Background: an optimization exercise with open tools, aiming at small area, a short achievable clock period and few clock cycles. Do not read the settings as production practice. Power and IR drop assume default switching activity.

lane 3:
==> module drawLine, before the edit <==
module drawLine
    (
        output logic [18:0] addr  ,
        output logic [31:0] data  ,
        output logic        wr    ,
        input  logic        busy  ,
        input  logic        clk   ,
        input  logic        reset ,
        input  logic        clk_en,
        input  logic        start ,
        output logic        done  ,
        input  logic [31:0] dataa ,
        input  logic [31:0] datab ,
        input  logic  [7:0] n     ,
        output logic [31:0] result
    );
    logic        sa, sb, sc, se, sf, sg, sw, run;   
    logic        single;                            
    logic        first;                             
    logic        steep, sgx, sgy;
    logic [10:0] freg;
    logic  [9:0] cnt;
    wire [9:0] rp = result[9:0];
    wire [9:0] rq = result[29:20];
    wire idle = ~(sa | sb | sc | se | sf | sg | sw | run);
    wire [9:0] x0 = dataa[9:0];
    wire [9:0] y0 = dataa[19:10];
    wire [9:0] x1 = dataa[29:20];
    wire [9:0] y1 = datab[9:0];
    wire       empty = (x0 == x1) && (y0 == y1) && (n != 8'd0);
    logic       cci;
    wire [11:0] ccw = {1'b0, cnt, 1'b1} + {1'b0, ~rq, cci};
    wire        ccout = ccw[11];
    wire  [9:0] cc = ccw[10:1];
    wire        g    = ~freg[10];               
    logic       sbc;                            
    wire        fsel = sbc | g;
    wire        fci  = sb | g;
    wire [10:0] fop  = fsel ? ~{1'b0, rp} : {1'b0, rq};
    wire [11:0] fsw  = {freg, 1'b1} + {fop, fci};
    wire [10:0] fs   = fsw[11:1];
    wire  [9:0] bigD = steep ? rq : cnt;
    logic       mxs, mys;                       
    wire        mx  = g ? ~first : mxs;
    wire        my  = g ? ~first : mys;
    wire        xn  = mx & sgx;
    wire        h0  = my ^ xn;
    wire        h1  = my ? sgy : xn;
    wire        h2  = my ? ~sgy : xn;
    wire [18:0] addend = {{9{h1}}, h2, h1, h0, {6{xn}}, mx}
                       | {2'b00, rp & {10{sb}}, 7'd0}
                       | {9'd0, rq[9:7] & {3{sc}}, 7'd0};
    wire [10:0] alo   = {1'b0, addr[9:0]} + {1'b0, addend[9:0]};
    wire  [8:0] ahi0  = addr[18:10] + addend[18:10];
    wire  [8:0] ahi1  = addr[18:10] + addend[18:10] + 9'd1;
    wire [18:0] asum  = {alo[10] ? ahi1 : ahi0, alo[9:0]};
    wire issue = ~busy;
    wire start_e = idle & start;
    wire ev_run  = (sg | run) & issue;           
    wire last    = (cnt == 10'd1);
    wire ev_one  = ((sc & single) | sw) & issue;  
    wire fin     = (ev_run & last) | ev_one;      
    wire        en_cnt  = start_e | sc | (sf & steep) | ev_run;
    wire  [9:0] d_cnt   = (sg | run) ? cnt - 10'd1 :
                          sc ? cc ^ {10{sgx}} :
                          sf ? rq : x1;
    wire        en_freg = start_e | sb | sc | sf | sg | (run & issue & ~first);
    wire [10:0] d_freg  = sf ? ~{2'b00, bigD[9:1]} :
                          idle ? {1'b0, y1} : fs;
    wire        en_addr = start_e | sb | sc | (run & issue);
    wire [18:0] d_addr  = idle ? {y0, 2'b00, x0[6:0]} : asum;
    wire        en_rp   = sa | sb | sf | fin;
    wire  [9:0] d_rp    = sa ? y0 : sb ? 10'd0 : sf ? cc ^ {10{steep}} : datab[9:0];
    wire        en_rq   = sa | (sc & ~single) | (sf & steep) | fin;
    wire  [9:0] d_rq    = sa ? x0 : (sc & ~single) ? fs[9:0] ^ {10{freg[10]}} : sf ? cnt : datab[29:20];
    wire        en_col  = sa | fin;
    assign data = {22'd0, result[19:10]};
    always_ff @(posedge clk) begin
        if (reset) begin
            sa     <= 1'b0;
            sb     <= 1'b0;
            sc     <= 1'b0;
            se     <= 1'b0;
            sf     <= 1'b0;
            sg     <= 1'b0;
            sw     <= 1'b0;
            run    <= 1'b0;
            wr     <= 1'b0;
            done   <= 1'b0;
            result <= 32'd0;
        end else if (clk_en) begin
            sa   <= start_e & ~empty;
            sb   <= sa;
            sc   <= sb;
            se   <= sc & ~single;
            sf   <= se;
            sg   <= sf;
            sw   <= ((sc & single) | sw) & ~issue;
            run  <= (sg | run) & ~(issue & last);
            wr   <= ev_run | ev_one;
            done <= (start_e & empty) | fin;
            if (en_rp)  result[9:0]   <= d_rp;
            if (en_col) result[19:10] <= datab[19:10];
            if (en_rq)  result[29:20] <= d_rq;
            if (fin)    result[31:30] <= datab[31:30];
        end
    end
    always_ff @(posedge clk) begin
        if (clk_en) begin
            if (start_e) begin
                single <= (n == 8'd0);
            end
            cci <= sa | ((sb | se) & ccout);
            sbc <= sa | sb;
            if (start_e | ev_run)
                first <= start_e;
            if (start_e | (ev_run & first)) begin
                mxs <= ~start_e & ~steep;
                mys <= ~start_e & steep;
            end
            if (sb)
                sgx <= ~ccout;
            if (sc)
                sgy <= freg[10];
            if (se)
                steep <= ~ccout;
            if (en_cnt)
                cnt <= d_cnt;
            if (en_freg)
                freg <= d_freg;
            if (en_addr)
                addr <= d_addr;
        end
    end
endmodule
clock: 6.0 ns
lec_check: 0
abc_clock_period_in_ps: 2500
cap_margin: 20
core_margin: 2
core_utilization: 40
place_density: 0.6
setup_slack_margin: 2.9
slew_margin: 20
standard.sh (not shown) runs the stock make flow with config.mk's settings and CLKGATE_MAP_FILE= SYNTH_SCRIPT=/design/flow/synth_recipe.tcl, a recipe that flattens the netlist after the stock synthesis.
==> flow/flow/run.sh <==
#!/bin/bash
# Standard layout, with the port buffers made of the smallest buffer cell
# (the resizer upsizes them where timing needs it).
set -euo pipefail
export BUFFER_PORTS_ARGS="-buffer_cell sky130_fd_sc_hd__buf_1"
bash standard.sh finish > make_finish.log 2>&1
--- input diff lane 3..lane 5 ---
==> flow/design.v <==
module drawLine
    (
        output logic [18:0] addr  ,
        output logic [31:0] data  ,
        output logic        wr    ,
        input  logic        busy  ,
        input  logic        clk   ,
        input  logic        reset ,
        input  logic        clk_en,
        input  logic        start ,
        output logic        done  ,
        input  logic [31:0] dataa ,
        input  logic [31:0] datab ,
        input  logic  [7:0] n     ,
        output logic [31:0] result
    );
    logic        sa, sb, sc, sd, se, sf, sg, sw, run;   
    logic        single;                            
    logic        first;                             
    logic        steep, sgx, sgy;
    logic [10:0] freg;
    logic  [9:0] cnt;
    wire [9:0] rp = result[9:0];
    wire [9:0] rq = result[29:20];
    wire idle = ~(sa | sb | sc | sd | se | sf | sg | sw | run);
    wire [9:0] x0 = dataa[9:0];
    wire [9:0] y0 = dataa[19:10];
    wire [9:0] x1 = dataa[29:20];
    wire [9:0] y1 = datab[9:0];
    wire       empty = (x0 == x1) && (y0 == y1) && (n != 8'd0);
    logic       cci;
    wire [11:0] ccw = {1'b0, cnt, 1'b1} + {1'b0, ~rq, cci};
    wire        ccout = ccw[11];
    wire  [9:0] cc = ccw[10:1];
    wire        g    = ~freg[10];               
    logic       sbc;                            
    wire        fsel = sbc | g;
    wire        fci  = sb | g;
    wire [10:0] fop  = fsel ? ~{1'b0, rp} : {1'b0, rq};
    wire [11:0] fsw  = {freg, 1'b1} + {fop, fci};
    wire [10:0] fs   = fsw[11:1];
    wire  [9:0] bigD = steep ? rq : cnt;
    wire        mx  = ~first & (~steep | g);
    wire        my  = ~first & (steep | g);
    wire        xn  = mx & sgx;
    wire        h0  = my ^ xn;
    wire        h1  = my ? sgy : xn;
    wire        h2  = my ? ~sgy : xn;
    wire [18:0] addend = {{9{h1}}, h2, h1, h0, {6{xn}}, mx}
                       | {2'b00, rp & {10{sb}}, 7'd0}
                       | {9'd0, rq[9:7] & {3{sc}}, 7'd0};
    wire [18:0] asum = addr + addend;
    wire issue = ~busy;
    wire start_e = idle & start;
    wire ev_run  = (sg | run) & issue;           
    wire last    = (cnt == 10'd1);
    wire ev_one  = ((sc & single) | sw) & issue;  
    wire fin     = (ev_run & last) | ev_one;      
    wire fin_ld  = ((sg | run) & last) | (sc & single) | sw;
    wire        en_cnt  = start_e | sc | (sf & steep) | ev_run;
    wire  [9:0] d_cnt   = (sg | run) ? cnt - 10'd1 :
                          sc ? cc ^ {10{sgx}} :
                          sf ? rq : x1;
    wire        en_freg = start_e | sb | sc | sf | sg | (run & issue & ~first);
    wire [10:0] d_freg  = sf ? ~{2'b00, bigD[9:1]} :
                          idle ? {1'b0, y1} : fs;
    wire        en_addr = start_e | sb | sc | (run & issue);
    wire [18:0] d_addr  = idle ? {y0, 2'b00, x0[6:0]} : asum;
    wire        en_rp   = sa | sb | sf | fin_ld;
    wire  [9:0] d_rp    = sa ? y0 : sb ? 10'd0 : sf ? cc ^ {10{steep}} : datab[9:0];
    wire        en_rq   = sa | sd | (sf & steep) | fin_ld;
    wire  [9:0] d_rq    = sa ? x0 : sd ? freg[9:0] ^ {10{sgy}} : sf ? cnt : datab[29:20];
    wire        en_col  = sa | fin_ld;
    assign data = {22'd0, result[19:10]};
    always_ff @(posedge clk) begin
        if (reset) begin
            sa     <= 1'b0;
            sb     <= 1'b0;
            sc     <= 1'b0;
            sd     <= 1'b0;
            se     <= 1'b0;
            sf     <= 1'b0;
            sg     <= 1'b0;
            sw     <= 1'b0;
            run    <= 1'b0;
            wr     <= 1'b0;
            done   <= 1'b0;
            result <= 32'd0;
        end else if (clk_en) begin
            sa   <= start_e & ~empty;
            sb   <= sa;
            sc   <= sb;
            sd   <= sc & ~single;
            se   <= sd;
            sf   <= se;
            sg   <= sf;
            sw   <= ((sc & single) | sw) & ~issue;
            run  <= (sg | run) & ~(issue & last);
            wr   <= ev_run | ev_one;
            done <= (start_e & empty) | fin;
            if (en_rp)  result[9:0]   <= d_rp;
            if (en_col) result[19:10] <= datab[19:10];
            if (en_rq)  result[29:20] <= d_rq;
            if (fin_ld) result[31:30] <= datab[31:30];
        end
    end
    always_ff @(posedge clk) begin
        if (clk_en) begin
            if (start_e) begin
                single <= (n == 8'd0);
            end
            cci <= sa | ((sb | se) & ccout);
            sbc <= sa | sb;
            if (start_e | ev_run)
                first <= start_e;
            if (sb)
                sgx <= ~ccout;
            if (sc)
                sgy <= freg[10];
            if (se)
                steep <= ~ccout;
            if (en_cnt)
                cnt <= d_cnt;
            if (en_freg)
                freg <= d_freg;
            if (en_addr)
                addr <= d_addr;
        end
    end
endmodule
Notes after the runs:
- Lane 5 closes out successfully: all stages finished, all timing, DRC and antenna checks passed.
- Lower die area among lane 5 and lane 3: lane 5
- STATUS wire length: lane 5 wins against lane 3
- Lane 3 reports its heaviest power group as combinational cells while lane 5 reports sequential cells.
- In the tables for lane 5 and lane 3, total global-route track usage reads higher with lane 5.
- When the final numbers for lane 5 and lane 3 were put side by side, the final-layout worst hold slack turned out to be smaller in lane 5.
- Lane 5 vs lane 3, instance count: lane 5 lower
No run of this note included a check of the RTL's function; only the layout flow was run.

separate check: timing with driven ports:
In the flow no input, the clock included, has a driving cell. The finished layouts below were timed again as built, in two steps. Step 1 (the two cells are an assumption about what drives the block):
set clk [get_ports {clk}]
set_driving_cell -lib_cell sky130_fd_sc_hd__clkbuf_16 $clk
set_driving_cell -lib_cell sky130_fd_sc_hd__buf_2 [delete_from_list [all_inputs] $clk]
Step 2, shift: input delay + t, output delay - t, t = (earliest + latest rising clock arrival at the registers) / 2. This alone moves slack from input paths to output paths. Three values: ideal ports, drivers, drivers and shift; two values: the first two.
run | shift t [ns] | setup WS [ns] | pins driven straight from the clock port
lane 3 | 0.407 | 2.869 / 2.869 / 2.708 | 1
lane 5 | 0.398 | 2.932 / 2.932 / 2.798 | 1
After both steps setup and hold are still met in every run listed. For lane 3, which loses most, drivers alone change the setup slack by 0.000 ns; drivers and shift together by -0.161 ns.
